Background: an optimization exercise with open tools, aiming at small area. Do not read the settings as production practice. Function was checked by simulation only, so behaviour that the tests miss may differ from the original. In every run shown here, the design's own scripts or RTL, not TritonCTS, make the clock network. No driver is modelled on the clock port, so clock power and skew are understated where the tree is cut down; a real chip needs a root buffer or a tree. Power is estimated from default activity; no workload was simulated.

[config.mk]
export PLATFORM = sky130hd
export DESIGN_NAME = GameManager
export DESIGN_NICKNAME = GameManager
export VERILOG_FILES = /design/flow/design.v
export SDC_FILE = /design/flow/constraint.sdc
export NUM_CORES = 4
export LEC_CHECK = 0
export CAP_MARGIN = 20
export CORE_MARGIN = 2
export CORE_UTILIZATION = 40
export SLEW_MARGIN = 20
[constraint.sdc]
create_clock -name core_clock -period 10.0 [get_ports {clk_2}]
set_input_delay 2.0000 -clock core_clock [delete_from_list [all_inputs] [get_ports {clk_2}]]
set_output_delay 2.0000 -clock core_clock [all_outputs]
set_load 0.01 [all_outputs]
[design.v]
module GameManager(
    input clk_2,
    input botton_1,
    input botton_2,
    input botton_3,
    input botton_4,
    input botton_5,
    input botton_6,
    input botton_7,
    input botton_8,
    input dip1,
    input dip2,
    input dip3,
    input dip_rst,
    input dip_clk,
    output led_1,
    output led_2,
    output led_3,
    output led_4,
    output led_5,
    output led_6,
    output led_7,
    output led_8,
    output [7:0] SEG_COM,
    output [7:0] SEG_DATA
);
    wire rs = dip_rst;
    wire en = ~dip_clk;
    wire [7:0] btn = {botton_8, botton_7, botton_6, botton_5,
                      botton_4, botton_3, botton_2, botton_1};
    reg [5:0] count2;
    reg clk10;
    always @(posedge clk_2) begin
        if (dip_clk | rs) begin
            count2 <= 6'd0;
            clk10 <= 1'b0;
        end else if (count2[5] & count2[4] & count2[0]) begin    
            count2 <= 6'd0;
            clk10 <= ~clk10;
        end else
            count2 <= count2 + 6'd1;
    end
    wire tick = clk10 & (count2 == 6'd0);
    reg [1:0] L;
    reg [2:0] k;
    reg grst, hold;
    wire dip_on = dip1 | dip2 | dip3;
    wire k_one = (k == 3'b001) | (k == 3'b010) | (k == 3'b100);
    always @(posedge clk_2) begin
        if (rs) begin
            grst <= 1'b0;
            hold <= 1'b1;
            L <= 2'd0;
            k <= 3'b000;
        end else if (en) begin
            if (dip_on)
                k <= k | {dip3, dip2, dip1};
            else if (hold) begin
                grst <= 1'b0;
                hold <= 1'b0;
            end else begin
                grst <= 1'b1;
                if (k_one & (L == 2'd0))
                    L <= {k[1] | k[2], k[0] | k[2]};
                k <= 3'b000;
            end
        end
    end
    wire [3:0] max = {L, 2'b11};
    reg [3:0] c;
    reg iend;
    wire lrst = (c != 4'd9);
    wire rr = grst & lrst;
    always @(posedge clk_2) begin
        if (rs)
            c <= 4'd4;
        else if (en) begin
            if (!grst)
                c <= 4'd4;
            else if (c == 4'd9)
                c <= 4'd0;
            else if (c < 4'd4)
                c <= c + 4'd1;
            else if (iend)
                c <= c + 4'd1;
        end
    end
    reg [3:0] rc;     
    reg [3:0] acd;    
    reg mm, cur;      
    wire win = ~mm & cur;
    wire game_end = rc[3] & rc[1];
    always @(posedge clk_2) begin
        if (rs) begin
            rc <= 4'd0;
            acd <= 4'd0;
        end else if (en & grst & iend & (c == 4'd8)) begin
            rc <= rc + 4'd1;
            acd <= acd + {3'd0, win};
        end
    end
    reg [19:0] count;
    always @(posedge clk_2) begin
        if (rs) count <= 20'd0;
        else count <= count + 20'b11001001101001001111;
    end
    wire lvs = dip_on | iend;
    reg inp_q;
    always @(posedge clk_2) begin
        if (rs) inp_q <= 1'b0;
        else inp_q <= lvs;
    end
    wire [15:0] P = count[15:0] ^ count[19:4];
    wire [17:0] rdn;
    assign rdn[0]  = P[0] ^ P[5];
    assign rdn[1]  = P[1] ^ P[6];
    assign rdn[2]  = P[2] ^ P[7];
    assign rdn[3]  = P[3] ^ P[8] ^ count[0];
    assign rdn[4]  = P[4] ^ P[9] ^ count[1];
    assign rdn[5]  = P[5] ^ P[10] ^ count[2];
    assign rdn[6]  = P[6] ^ P[11] ^ count[3];
    assign rdn[7]  = P[7] ^ P[12] ^ P[0];
    assign rdn[8]  = P[8] ^ P[13] ^ P[1];
    assign rdn[9]  = P[9] ^ P[14] ^ P[2];
    assign rdn[10] = P[10] ^ P[15] ^ P[3];
    assign rdn[11] = P[11] ^ P[4] ^ count[16];
    assign rdn[12] = P[12] ^ P[5] ^ count[17];
    assign rdn[13] = P[13] ^ P[6] ^ count[18];
    assign rdn[14] = P[14] ^ P[7] ^ count[19];
    assign rdn[15] = P[15] ^ P[8];
    assign rdn[16] = P[5] ^ count[0] ^ count[16];
    assign rdn[17] = P[6] ^ count[1] ^ count[17];
    reg [17:0] RD;
    always @(posedge clk_2) begin
        if (!rs & lvs & ~inp_q) RD <= rdn;
    end
    wire pen = (L != 2'd0) & (c != 4'd3);
    reg enq;
    reg [17:0] D;
    wire cap = pen & ~enq;
    wire rot;    
    always @(posedge clk_2) begin
        if (rs) enq <= 1'b0;
        else enq <= pen;
        if (!rs & rr & cap) D <= RD;
        else if (!rs & rr & rot) D <= {D[0], D[17:1]};
    end
    wire pge = enq & (c >= 4'd4) & (c <= 4'd8);
    wire ppen = pge & ~game_end;
    reg [4:0] T;
    always @(posedge clk_2) begin
        if (rs | ~ppen) T <= 5'd0;
        else if (tick) T <= T + 5'd1;
    end
    wire clkp = ppen & ((L == 2'd3) ? T[2] : (L == 2'd2) ? T[3] : (L == 2'd1) ? T[4] : 1'b0);
    reg clk_q;
    always @(posedge clk_2) begin
        if (rs) clk_q <= 1'b0;
        else clk_q <= clkp;
    end
    wire step = clkp & ~clk_q;
    reg [5:0] s;
    reg pend;
    wire s_last = (s == {1'b0, max, 1'b1});
    wire [2:0] w_show = {D[1], D[0], D[17]};
    wire [2:0] w = (L == 2'd1) ? D[11:9] : (L == 2'd2) ? D[7:5] : D[3:1];
    reg bv, bm;
    reg [2:0] bi;
    reg qm, qp;    
    wire inp_bt = |btn;
    wire bl_any = |btn[3:0], bh_any = |btn[7:4];
    wire bl_le1 = ~((btn[0] | btn[1]) & (btn[2] | btn[3])) & ~(btn[0] & btn[1]) & ~(btn[2] & btn[3]);
    wire bh_le1 = ~((btn[4] | btn[5]) & (btn[6] | btn[7])) & ~(btn[4] & btn[5]) & ~(btn[6] & btn[7]);
    wire btn_one = ~(bl_any & bh_any) & bl_le1 & bh_le1;
    wire [2:0] btn_enc = {bh_any, btn[2] | btn[3] | btn[6] | btn[7], btn[1] | btn[3] | btn[5] | btn[7]};
    wire verify = pend & bv & ~bm & ~iend;
    wire match = (bi == w);
    wire s_end2 = (s[5:2] == {1'b0, L, 1'b1}) & s[0];    
    wire freeze = (c > 4'd5);
    always @(posedge clk_2) begin
        if (rs | ~rr) begin
            s <= 6'd60;
            pend <= 1'b0;
            bv <= 1'b0;
            bm <= 1'b0;
            qp <= 1'b0;
            iend <= 1'b0;
            mm <= 1'b0;
            cur <= 1'b1;
        end else begin
            if (step & ~pend) begin
                if (s_last) begin
                    pend <= 1'b1;
                    s <= 6'd63;
                end else
                    s <= s + 6'd1;
            end
            if (en) begin
                if (inp_bt) begin
                    bv <= 1'b1;
                    if (!bv) bi <= btn_enc;
                    if (~btn_one | (bv & (btn_enc != bi))) bm <= 1'b1;
                end else begin
                    bv <= 1'b0;
                    bm <= 1'b0;
                    if (verify) begin
                        if (!s_last) begin
                            s <= s + 6'd2;
                            mm <= mm | ~cur;
                            cur <= match;
                        end else begin
                            qm <= match;
                            qp <= 1'b1;
                        end
                    end else if (qp) begin
                        qp <= 1'b0;
                        if (~freeze) cur <= qm;
                    end
                    if (pend & s_last)
                        iend <= 1'b1;
                end
            end
        end
    end
    assign rot = (step & ~pend & ((~s[5] & ~s[0]) | s_last)) |
                 (en & ~inp_bt & verify & ~s_end2);
    wire on = ~pend & ~s[5] & s[0];
    assign {led_8, led_7, led_6, led_5, led_4, led_3, led_2, led_1} = on ? (8'd1 << w_show) : 8'd0;
    reg [2:0] cnt;
    reg started;
    always @(posedge clk_2) begin
        if (rs) begin
            cnt <= 3'd0;
            started <= 1'b0;
        end else if (en) begin
            cnt <= cnt + 3'd1;
            started <= 1'b1;
        end
    end
    wire [3:0] v = acd;
    wire v1 = (v == 4'd1), v2 = (v == 4'd2), v4 = (v == 4'd4), v5 = (v == 4'd5);
    wire v6 = (v == 4'd6), v7 = (v == 4'd7), v3 = (v == 4'd3);
    wire v0 = (v == 4'd0) | (v == 4'd10), v8 = (v == 4'd8);
    wire [6:0] seg_t = {~(v1 | v4), ~(v5 | v6), ~v2, ~(v1 | v4 | v7),
                        v0 | v2 | v6 | v8, ~(v1 | v2 | v3), ~(v0 | v1 | v7)};
    wire hund = acd[3] & acd[1];
    wire [6:0] dig = (cnt == 3'd0) ? (hund ? 7'b0110000 : 7'b1111110) :
                     (cnt == 3'd1) ? seg_t :
                     (cnt == 3'd2) ? 7'b1111110 : 7'b0000000;
    assign SEG_COM = started ? ~(8'd1 << cnt) : 8'd0;
    assign SEG_DATA = started ? {dig, 1'b0} : 8'd0;
endmodule
[flow/run.sh]
#!/bin/bash
# Own layout flow: the standard flow (standard.sh) with these changes:
#  * synthesis maps the logic with an area-oriented ABC script (flow/my_synth.tcl,
#    flow/abc_area.script); everything else in synthesis is the standard flow's
#  * the port buffers are sky130_fd_sc_hd__buf_1 (every port still gets one)
#  * the clock tree is one level of buffers (4 x buf_12, one per equal-size
#    cluster of flip-flops) made by flow/my_cts.tcl in
#    place of ORFS's CTS step
# Each tool's full output goes to the ORFS logs (orfs/logs/...) and to the
# flow_*.log files in this folder.
set -euo pipefail
W=$(pwd)
export MY_ABC_SCRIPT="$W/flow/abc_area.script"
export BUFFER_PORTS_ARGS="-buffer_cell sky130_fd_sc_hd__buf_1"
# standard.sh with the synthesis script swapped for flow/my_synth.tcl
sed "s#SYNTH_SCRIPT=[^ ]*#SYNTH_SCRIPT=$W/flow/my_synth.tcl#" standard.sh > my_standard.sh
grep -q "SYNTH_SCRIPT=$W/flow/my_synth.tcl" my_standard.sh
bash my_standard.sh place > flow_make_place.log 2>&1 || { tail -50 flow_make_place.log; exit 1; }
RESULTS_DIR="$W/orfs/results/sky130hd/GameManager/base" PLATFORM_DIR="$FLOW_HOME/platforms/sky130hd" \
  MY_CTS_NBUF=4 MY_CTS_BUF=sky130_fd_sc_hd__buf_12 \
  openroad -no_init -exit "$W/flow/my_cts.tcl" > flow_cts.log 2>&1 || { tail -50 flow_cts.log; exit 1; }
bash my_standard.sh finish > flow_make_finish.log 2>&1 || { tail -50 flow_make_finish.log; exit 1; }
test -s out/final.def
[flow/abc_area.script]
strash
&get -n
&fraig -x
&put
scorr
dc2
dc2
strash
&get -n
&deepsyn -J 100 -T 300
&dch -f
&nf -a -R 1000
&put
[flow/my_cts.tcl]
set res $::env(RESULTS_DIR)
set plat $::env(PLATFORM_DIR)
read_liberty $plat/lib/sky130_fd_sc_hd__tt_025C_1v80.lib
read_db $res/3_place.odb
read_sdc $res/3_place.sdc
source $plat/setRC.tcl

set nbuf $::env(MY_CTS_NBUF)
set bufm $::env(MY_CTS_BUF)
set db [ord::get_db]
set block [ord::get_db_block]
set master [$db findMaster $bufm]
set clk [$block findNet clk_2]

# the flip-flop clock pins on the clock net
set sinks {}
foreach it [$clk getITerms] {
  set inst [$it getInst]
  lassign [$inst getLocation] x y
  set m [$inst getMaster]
  set x [expr {$x + [$m getWidth] / 2}]
  set y [expr {$y + [$m getHeight] / 2}]
  lappend sinks [list $it $x $y]
}
puts "clock sinks: [llength $sinks]"

# k-means, started from sinks spread along the sorted x+y order
set sorted [lsort -real -index 0 [lmap s $sinks {list [expr {[lindex $s 1] + [lindex $s 2]}] $s}]]
set n [llength $sorted]
set cx {}; set cy {}
for {set k 0} {$k < $nbuf} {incr k} {
  set s [lindex [lindex $sorted [expr {int(($k + 0.5) * $n / $nbuf)}]] 1]
  lappend cx [lindex $s 1]; lappend cy [lindex $s 2]
}
# k-means with equal cluster sizes (at most ceil(n / nbuf) sinks each): each
# round, sink-cluster pairs are taken nearest first while clusters have room
set cap [expr {($n + $nbuf - 1) / $nbuf}]
for {set iter 0} {$iter < 30} {incr iter} {
  set pairs {}
  set i 0
  foreach s $sinks {
    for {set k 0} {$k < $nbuf} {incr k} {
      lappend pairs [list [expr {abs([lindex $s 1] - [lindex $cx $k]) + abs([lindex $s 2] - [lindex $cy $k])}] $i $k]
    }
    incr i
  }
  set asg [lrepeat $n -1]
  set sn [lrepeat $nbuf 0]
  foreach p [lsort -real -index 0 $pairs] {
    lassign $p d i k
    if {[lindex $asg $i] >= 0 || [lindex $sn $k] >= $cap} { continue }
    lset asg $i $k
    lset sn $k [expr {[lindex $sn $k] + 1}]
  }
  set sx [lrepeat $nbuf 0.0]; set sy [lrepeat $nbuf 0.0]
  foreach s $sinks a $asg {
    lset sx $a [expr {[lindex $sx $a] + [lindex $s 1]}]
    lset sy $a [expr {[lindex $sy $a] + [lindex $s 2]}]
  }
  for {set k 0} {$k < $nbuf} {incr k} {
    if {[lindex $sn $k] > 0} {
      lset cx $k [expr {[lindex $sx $k] / [lindex $sn $k]}]
      lset cy $k [expr {[lindex $sy $k] / [lindex $sn $k]}]
    }
  }
}
puts "cluster sizes: $sn"

set src $clk
if {[info exists ::env(MY_CTS_ROOT)] && $::env(MY_CTS_ROOT) ne ""} {
  set rinst [odb::dbInst_create $block [$db findMaster $::env(MY_CTS_ROOT)] "clkbuf_manual_root"]
  set src [odb::dbNet_create $block "clknet_manual_root"]
  $src setSigType CLOCK
  [$rinst findITerm A] connect $clk
  [$rinst findITerm X] connect $src
  set ax 0.0; set ay 0.0
  foreach s $sinks { set ax [expr {$ax + [lindex $s 1]}]; set ay [expr {$ay + [lindex $s 2]}] }
  $rinst setLocation [expr {int($ax / [llength $sinks])}] [expr {int($ay / [llength $sinks])}]
  $rinst setPlacementStatus PLACED
} elseif {$nbuf > 4} {
  error "the clock port may drive at most 4 buffers"
}
for {set k 0} {$k < $nbuf} {incr k} {
  set inst [odb::dbInst_create $block $master "clkbuf_manual_$k"]
  set net [odb::dbNet_create $block "clknet_manual_$k"]
  $net setSigType CLOCK
  [$inst findITerm A] connect $src
  [$inst findITerm X] connect $net
  foreach s $sinks a $asg {
    if {$a == $k} {
      set it [lindex $s 0]
      $it disconnect
      $it connect $net
    }
  }
  $inst setLocation [expr {int([lindex $cx $k])}] [expr {int([lindex $cy $k])}]
  $inst setPlacementStatus PLACED
}
set_propagated_clock [all_clocks]
detailed_placement
check_placement -verbose
estimate_parasitics -placement
report_clock_skew
report_worst_slack -max
report_worst_slack -min
repair_timing -hold
detailed_placement
check_placement -verbose
estimate_parasitics -placement
report_worst_slack -max
report_worst_slack -min
write_db $res/4_1_cts.odb
write_db $res/4_cts.odb
write_sdc $res/4_cts.sdc
[flow/my_synth.tcl]
# The standard synthesis (synth_recipe.tcl), with one change: ABC maps the
# logic with flow/abc_area.script (an area-oriented script) in place of ORFS's
# abc_speed.script. Registers are mapped before ABC runs, so they are the
# standard synthesis's registers, with the same names and cells.
proc synth {args} { yosys synth -nofsm -noshare {*}$args }
proc abc {args} {
  set i [lsearch -exact $args -script]
  if {$i >= 0} { lset args [expr {$i + 1}] $::env(MY_ABC_SCRIPT) }
  yosys abc {*}$args
}
source $::env(SCRIPTS_DIR)/synth.tcl
# left out here: clear keep_hierarchy, flatten, clean up, hide names made inside functions, write 1_2_yosys.v
[standard.sh]
#!/bin/bash
# synth_recipe.tcl (not shown) runs the flow's synth.tcl, then flattens the netlist and writes it again
# the make line also repeats each setting of config.mk as NAME=value (left out here)
make -C /OpenROAD-flow-scripts/flow DESIGN_CONFIG=/design/flow/config.mk WORK_HOME=/design/flow/orfs CLKGATE_MAP_FILE= SYNTH_SCRIPT=/design/flow/synth_recipe.tcl "${@:-finish}"
==> flow_summary.yaml, run 1 <==
status:
  outcome: "timing/DRC/antenna clean"
clock_tree:
  clk_latency_ns: 0.14
  clk_pin_slew_worst_paths_ns: 0.10
power:
  clkPwrFrac_pct: 20.4
  sw_frac_of_total_pct: 24.5
  pwr-share-seq_pct: 62.8
  p_switching_mw: 0.206
  internal_power_mw: 0.636
  p_per_area_nw_per_um2: 147
  p_comb_share_pct: 16.8
  vdd_drop_max_mv: 0.0782
  leakagePower_nw: 1.98
timing:
  clock_skew_ns: 0.00929
  min_period_ns: 4.32
  setup_viol: 0
  timing.final.ws_setup_ns: 5.68
  max_freq_ghz: 0.231
  setup_tns_ns: 0
  slew_headroom_pct: 46.2
  rsz0062_at_grt: "false"
  hold_viol: 0
  tightest_slew_ns: 0.805
  period_share_pct: 43.2
  slew_violations: 0
die:
  dieArea_um2: 14100
  die_height_um: 119
  chipWidth_um: 119
  num_io_pins: 38
  start_util_pct: 41.4
  core_area_um2: 12700
  row_count: 41
yosys:
  syn-cell-area_um2: 5270
  synthArstFlopShare_pct: 0
  synth_warnings: 1
  synth_flop_cell: "dfxtp_1"
  syn-num-nets: 569
  synth-seq-area-share_pct: 49.8
  postSynthAreaPerCell_um2: 9.76
  synth_top_area_share_pct: 27.0
  synth-edff-count: 40
  synth-seq-cells: 111
  yosys-top-cells-area: "dfxtp_1 27%, edfxtp_1 23%, xnor2_1 8.0%"
  synthCells: 540
  synth_top_area_cell: "dfxtp_1"
  ys_types: 44
cells_and_area:
  antennaDiodeCount: 0
  seq_area_um2: 2620
  layout.nets: 613
  multi_input_area_um2: 2570
  final_layout_size_suffix_gt1_share_pct: 1.37
  fillers: 1238
  fin_util_pct: 45.0
  layout-area-overhead-vs-synth_pct: 8.55
place:
  preCtsSetupSlack_ns: 5.51
  port_buffers: 36
  gp_congestion: 0.816
  hpwl_mm: 7.76
run:
  maxCapViolCount: 0
global_routing:
  grt_pass1_vias: 3682
  grt_pass1_wl_mm: 17.5
  track_usage_pct: 14.3
  grt_antenna_before_repair: 0
  gr-total-overflow: 0
  grt_max_degree: 39
setup_path:
  critPathArrivalTime_ns: 4.10
  critPathKind: "input port to flip-flop"
  end_kind: "flip-flop"
  critical_path_peak_fanout: 18
  startpoint_type: "input port"
  required_ns: 9.78
route:
  routedWlPerCell_um: 13.6
  drt_iter0_drc: 220
  totalWireLength_mm: 10.2
  postRouteAntennaNets: 0
  vias: 3910
  remaining_drc_errors: 0
  dr.pass1.iters: 4
  routed_via_density: 5.19
hold_path:
  hold_path_class: "flip-flop to flip-flop"
[Yosys cell counts (7+ instances only)]
library cell / n
edfxtp_1: 40
nand2_1: 37
nor3_1: 31
nand2b_1: 8
nand3_1: 15
ha_1: 15
nor2_1: 75
xnor2_1: 48
a31oi_1: 8
mux2_1: 19
dfxtp_1: 71
and3_1: 10
clkinv_1: 19
xor2_1: 16
o21a_1: 9
a21oi_1: 46
o21ai_0: 14
o22ai_1: 7
[layout by cell type, fill, tap and decap left out, types with 16 or more instances in the layout]
cell      count
nor2_1       75
dfxtp_1      71
xnor2_1      48
a21oi_1      46
edfxtp_1     40
nand2_1      37
buf_1        36
nor3_1       30
clkinv_1     19
mux2_1       19
xor2_1       16
[through the flow]
stage / total power [mW] / instance area, um^2 / hold WS, ns / instances
after global placement: 0.678 / 5640 / 0.431 / 750
after global routing: 0.887 / 5720 / 0.488 / 754
after detailed placement: 0.682 / 5640 / 0.437 / 750
after floorplan: 0.642 / 5270 / 0.423 / 540
final: 0.842 / 5720 / 0.452 / 754
[worst max-delay path: stages]
cell and delay, ns:
buf_1 0.09, nor2_1 0.30, nand2_1 0.14, or3_1 0.42
nand2b_1 0.24, a21oi_1 0.16, o21ai_0 0.11, nand2_1 0.61
[flip-flops by register name, indices dropped and copies added (netlist names), 2 cells and up]
signal,count
count,20
D,18
RD,18
count2,6
s,6
T,5
acd,4
c,4
rc,4
bi,3
cnt,3
k,3
L,2
[worst paths after layout]
kind	startpoint	end	slack [ns]	depth (start not counted)
max reg2reg	c[1]	D[16]	7.08	9
min reg2reg	hold	hold	0.45	2
max	botton_8	D[16]	5.68	8
min	hold	hold	0.45	2
[routing by layer]
metal  GRT usage [%]  routed length [um]  vias up  share of wire (%)
li1                -                   -     2006                  -
met1            21.3                5140     1831                 50
met2            23.2                4550       61                 45
met3           0.772                 313       12                3.1
met4            2.53                 210        0                2.1
met5               0                   0        -                  0
[cells by family after synthesis]
kind of cell,Yosys count,share of synthesized area [%]
other,1,0.0712
buffers and inverters,20,1.50
xor gates and xnor gates,64,10.6
AOI/OAI and AO/OA,104,11.9
and+or+nand+nor,204,18.1
DFF,111,49.8
muxes,21,4.44
adders and majority gates,15,3.56
[layout make-up]
class	count	share of cell area, %
multi-input cells	409	45.0
flip-flops and latches	111	45.9
repair buffers	39	2.76
well taps	172	3.76
inverters	19	1.25
plain buffers	4	1.40
[power by group through the flow]
stage | sequential [mW] | clock (mW) | combinational [mW]
finish | 0.529 | 0.172 | 0.142
global route | 0.533 | 0.195 | 0.158
detailed placement | 0.540 | 0 | 0.142
global placement | 0.539 | 0 | 0.139
floorplan | 0.531 | 0 | 0.110
==> run 2: changes to the inputs <==
==> flow/run.sh (replaced) <==
#!/bin/bash
# Own layout flow: the standard flow (standard.sh) with these changes:
#  * synthesis maps the logic with an area-oriented ABC script (flow/my_synth.tcl,
#    flow/abc_area.script) and leaves the adders to ABC too (no ORFS adder
#    mapping); everything else in synthesis is the standard flow's
#  * the port buffers are sky130_fd_sc_hd__buf_1 (every port still gets one)
#  * the clock tree is one level of buffers (4 x buf_12, one per equal-size
#    cluster of flip-flops) made by flow/my_cts.tcl in
#    place of ORFS's CTS step
# Each tool's full output goes to the ORFS logs (orfs/logs/...) and to the
# flow_*.log files in this folder.
set -euo pipefail
W=$(pwd)
export MY_ABC_SCRIPT="$W/flow/abc_area.script"
export BUFFER_PORTS_ARGS="-buffer_cell sky130_fd_sc_hd__buf_1"
# standard.sh with the synthesis script swapped for flow/my_synth.tcl, and
# without ORFS's adder mapping (ADDER_MAP_FILE empty), so that ABC maps the
# adders' logic with the rest
sed "s#SYNTH_SCRIPT=[^ ]*#SYNTH_SCRIPT=$W/flow/my_synth.tcl ADDER_MAP_FILE=#" standard.sh > my_standard.sh
grep -q "SYNTH_SCRIPT=$W/flow/my_synth.tcl ADDER_MAP_FILE=" my_standard.sh
bash my_standard.sh place > flow_make_place.log 2>&1 || { tail -50 flow_make_place.log; exit 1; }
RESULTS_DIR="$W/orfs/results/sky130hd/GameManager/base" PLATFORM_DIR="$FLOW_HOME/platforms/sky130hd" \
  MY_CTS_NBUF=4 MY_CTS_BUF=sky130_fd_sc_hd__buf_12 \
  openroad -no_init -exit "$W/flow/my_cts.tcl" > flow_cts.log 2>&1 || { tail -50 flow_cts.log; exit 1; }
bash my_standard.sh finish > flow_make_finish.log 2>&1 || { tail -50 flow_make_finish.log; exit 1; }
test -s out/final.def
==> flow_summary.yaml, run 2 <==
status:
  outcome: "timing/DRC/antenna clean"
setup_path:
  critPathKind: "input port to flip-flop"
  end_kind: "flip-flop"
  startpoint_type: "input port"
  critical_path_peak_fanout: 6
  critPathArrivalTime_ns: 4.29
  required_ns: 10.03
timing:
  hold_viol: 0
  clock_skew_ns: 0.0108
  max_freq_ghz: 0.234
  setup_viol: 0
  slew_violations: 0
  tightest_slew_ns: 0.815
  setup_tns_ns: 0
  min_period_ns: 4.27
  slew_headroom_pct: 45.5
  period_share_pct: 42.7
  rsz0062_at_grt: "false"
route:
  routed_via_density: 5.10
  totalWireLength_mm: 9.58
  postRouteAntennaNets: 0
  met1_length_mm: 4.84
  drt_iter0_drc: 185
  dr.pass1.iters: 4
  routed.top_layer: "met4"
  wl_met2_mm: 4.38
  vias: 3609
  remaining_drc_errors: 0
  wl_met3_um: 252
  routedWlPerCell_um: 13.5
yosys:
  synth-compound-area-share_pct: 12.3
  synth_xor_area_share_pct: 11.8
  synth_top_family_by_area: "simple AND/OR/NAND/NOR gates"
  synth_top_area_share_pct: 28.5
  synth_flop_cell: "dfxtp_1"
  synth_warnings: 1
  synth-seq-cells: 111
  syn-num-nets: 512
  syn-cell-area_um2: 4980
  ys_types: 39
  yosysMostFrequentCell: "dfxtp_1"
  synth_common_cells: "71 x dfxtp_1, 53 x nor2_1, 43 x xnor2_1"
  synth-edff-count: 40
  synth_top_area_cell: "dfxtp_1"
  yosys.area_share.simple_pct: 18.3
  synth-seq-area-share_pct: 52.6
  synth_mux_area_share_pct: 4.07
  synthArstFlopShare_pct: 0
  synthCells: 498
  yosys-top-cells-area: "dfxtp_1 29%, edfxtp_1 24%, xnor2_1 7.6%"
  synth_fa_ha_area_share_pct: 0
  postSynthAreaPerCell_um2: 10.0
die:
  start_util_pct: 41.1
  num_io_pins: 38
  dieArea_um2: 13400
  chipWidth_um: 116
  core_area_um2: 12100
  die_height_um: 116
  row_count: 40
clock_tree:
  clk_pin_slew_worst_paths_ns: 0.11
  clk_latency_ns: 0.14
cells_and_area:
  final_cell_mix: "71 x dfxtp_1, 53 x nor2_1, 43 x xnor2_1"
  layout_commonest_cell: "dfxtp_1"
  reg_top3: "count: 20 flops, D: 18 flops, RD: 18 flops"
  fillers: 1195
  layout.nets: 556
  final_layout_size_suffix_gt1_share_pct: 1.48
  layout-area-overhead-vs-synth_pct: 8.94
  largest_register_ffs: 20
  largest-register: "count"
  antennaDiodeCount: 0
  design_area_um2: 5430
power:
  p_switching_mw: 0.202
  clkPwrFrac_pct: 20.9
  vdd_drop_max_mv: 0.0837
  internal_power_mw: 0.633
  sw_frac_of_total_pct: 24.2
  p_per_area_nw_per_um2: 154
  pwr-share-seq_pct: 63.2
  p_comb_share_pct: 15.9
  leakagePower_nw: 1.90
global_routing:
  grt_pass1_wl_mm: 16.1
  track_usage_pct: 14.4
  grt_antenna_before_repair: 0
  grt_pass1_vias: 3301
  gr-total-overflow: 0
  grt_max_degree: 30
place:
  gp_congestion: 0.833
  port_buffers: 36
  place_area_um2: 5350
  hpwl_mm: 7.12
run:
  maxCapViolCount: 0
hold_path:
  hold_path_class: "flip-flop to flip-flop"
## run 2: final timing paths
kind | start | cells after the start | endpoint | slack [ns]
setup / recovery | botton_6 | 10 | s[4] | 5.73
hold / removal | hold | 2 | hold | 0.45
setup reg to reg | count[1] | 13 | count[19] | 6.50
hold reg to reg | hold | 2 | hold | 0.45
## run 2: metal layers
layer  up-vias  track usage [%]
met4         0             1.27
met3         7            0.628
li1       1873                -
met1      1677             21.0
met5         -                0
met2        52             24.8
## run 2: per-stage QoR
step	power [mW]	setup slack [ns]	utilization, %	hold slack (ns)	instances
after global routing	0.875	5.53	44.8	0.478	708
final	0.835	5.73	44.8	0.455	708
after global placement	0.670	5.75	44.2	0.433	704
after detailed placement	0.673	5.61	44.2	0.440	704
after floorplan	0.635	5.51	-	0.414	498
## run 2: final cells by class
cell class | instances | area, um^2 | area share, %
buffer | 4 | 80.1 | 1.47
sequential | 111 | 2620 | 48.3
tap | 168 | 210 | 3.87
inverter | 10 | 37.5 | 0.691
timing repair buffer | 39 | 158 | 2.90
multi-input combinational | 376 | 2320 | 42.8
## run 2: kinds of logic after synthesis
logic type / count (synthesis)
AOI/OAI and AO/OA: 103
xor gates and xnor gates: 67
buffers and inverters: 11
DFF: 111
muxes: 18
other: 1
and+or+nand+nor: 187
## run 2: power groups by stage
stage	logic, mW	registers (mW)	clock network (mW)
after floorplan	0.104	0.531	0
after global placement	0.132	0.538	0
after detailed placement	0.134	0.539	0
after global routing	0.148	0.532	0.195
final	0.132	0.528	0.175
## run 2: critical path, stage by stage
cell and delay [ns]:
buf_1 0.10, or4_1 0.61, nor3_1 0.57, nand2_1 0.16, nand2_1 0.12, and2_0 0.17, nor2b_1 0.23, nand3_1 0.12
xor2_1 0.14, nand2_1 0.06

[what the ideal ports hide]
No port has a modelled driver above. Below, the same layouts with a new extraction and two added sets of constraints. Step 1 (the two cells are an assumption about what drives the block):
set clk [get_ports {clk_2}]
set_driving_cell -lib_cell sky130_fd_sc_hd__clkbuf_16 $clk
set_driving_cell -lib_cell sky130_fd_sc_hd__buf_2 [delete_from_list [all_inputs] $clk]
Step 2 also shifts input and output timing later by t, the mid clock arrival at the registers, as if the neighbouring blocks saw the same clock. a / b / c = no drivers / after step 1 / after step 2; a / b = the first two.
| run | t (ns) | setup slack, ns | worst setup path after step 2 | latest minus earliest clock arrival (ns) | worst register clock-pin slew, ns |
|---|---|---|---|---|---|
| run 1 | 0.231 | 5.680 / 5.750 / 5.519 | input to register | 0.010 / 0.010 | 0.11 / 0.11 |
| run 2 | 0.229 | 5.735 / 5.805 / 5.576 | input to register | 0.011 / 0.011 | 0.11 / 0.11 |
After both steps every run listed still meets setup and hold. For run 1, which loses most, drivers alone change the setup slack by +0.070 ns; drivers and shift together by -0.161 ns.
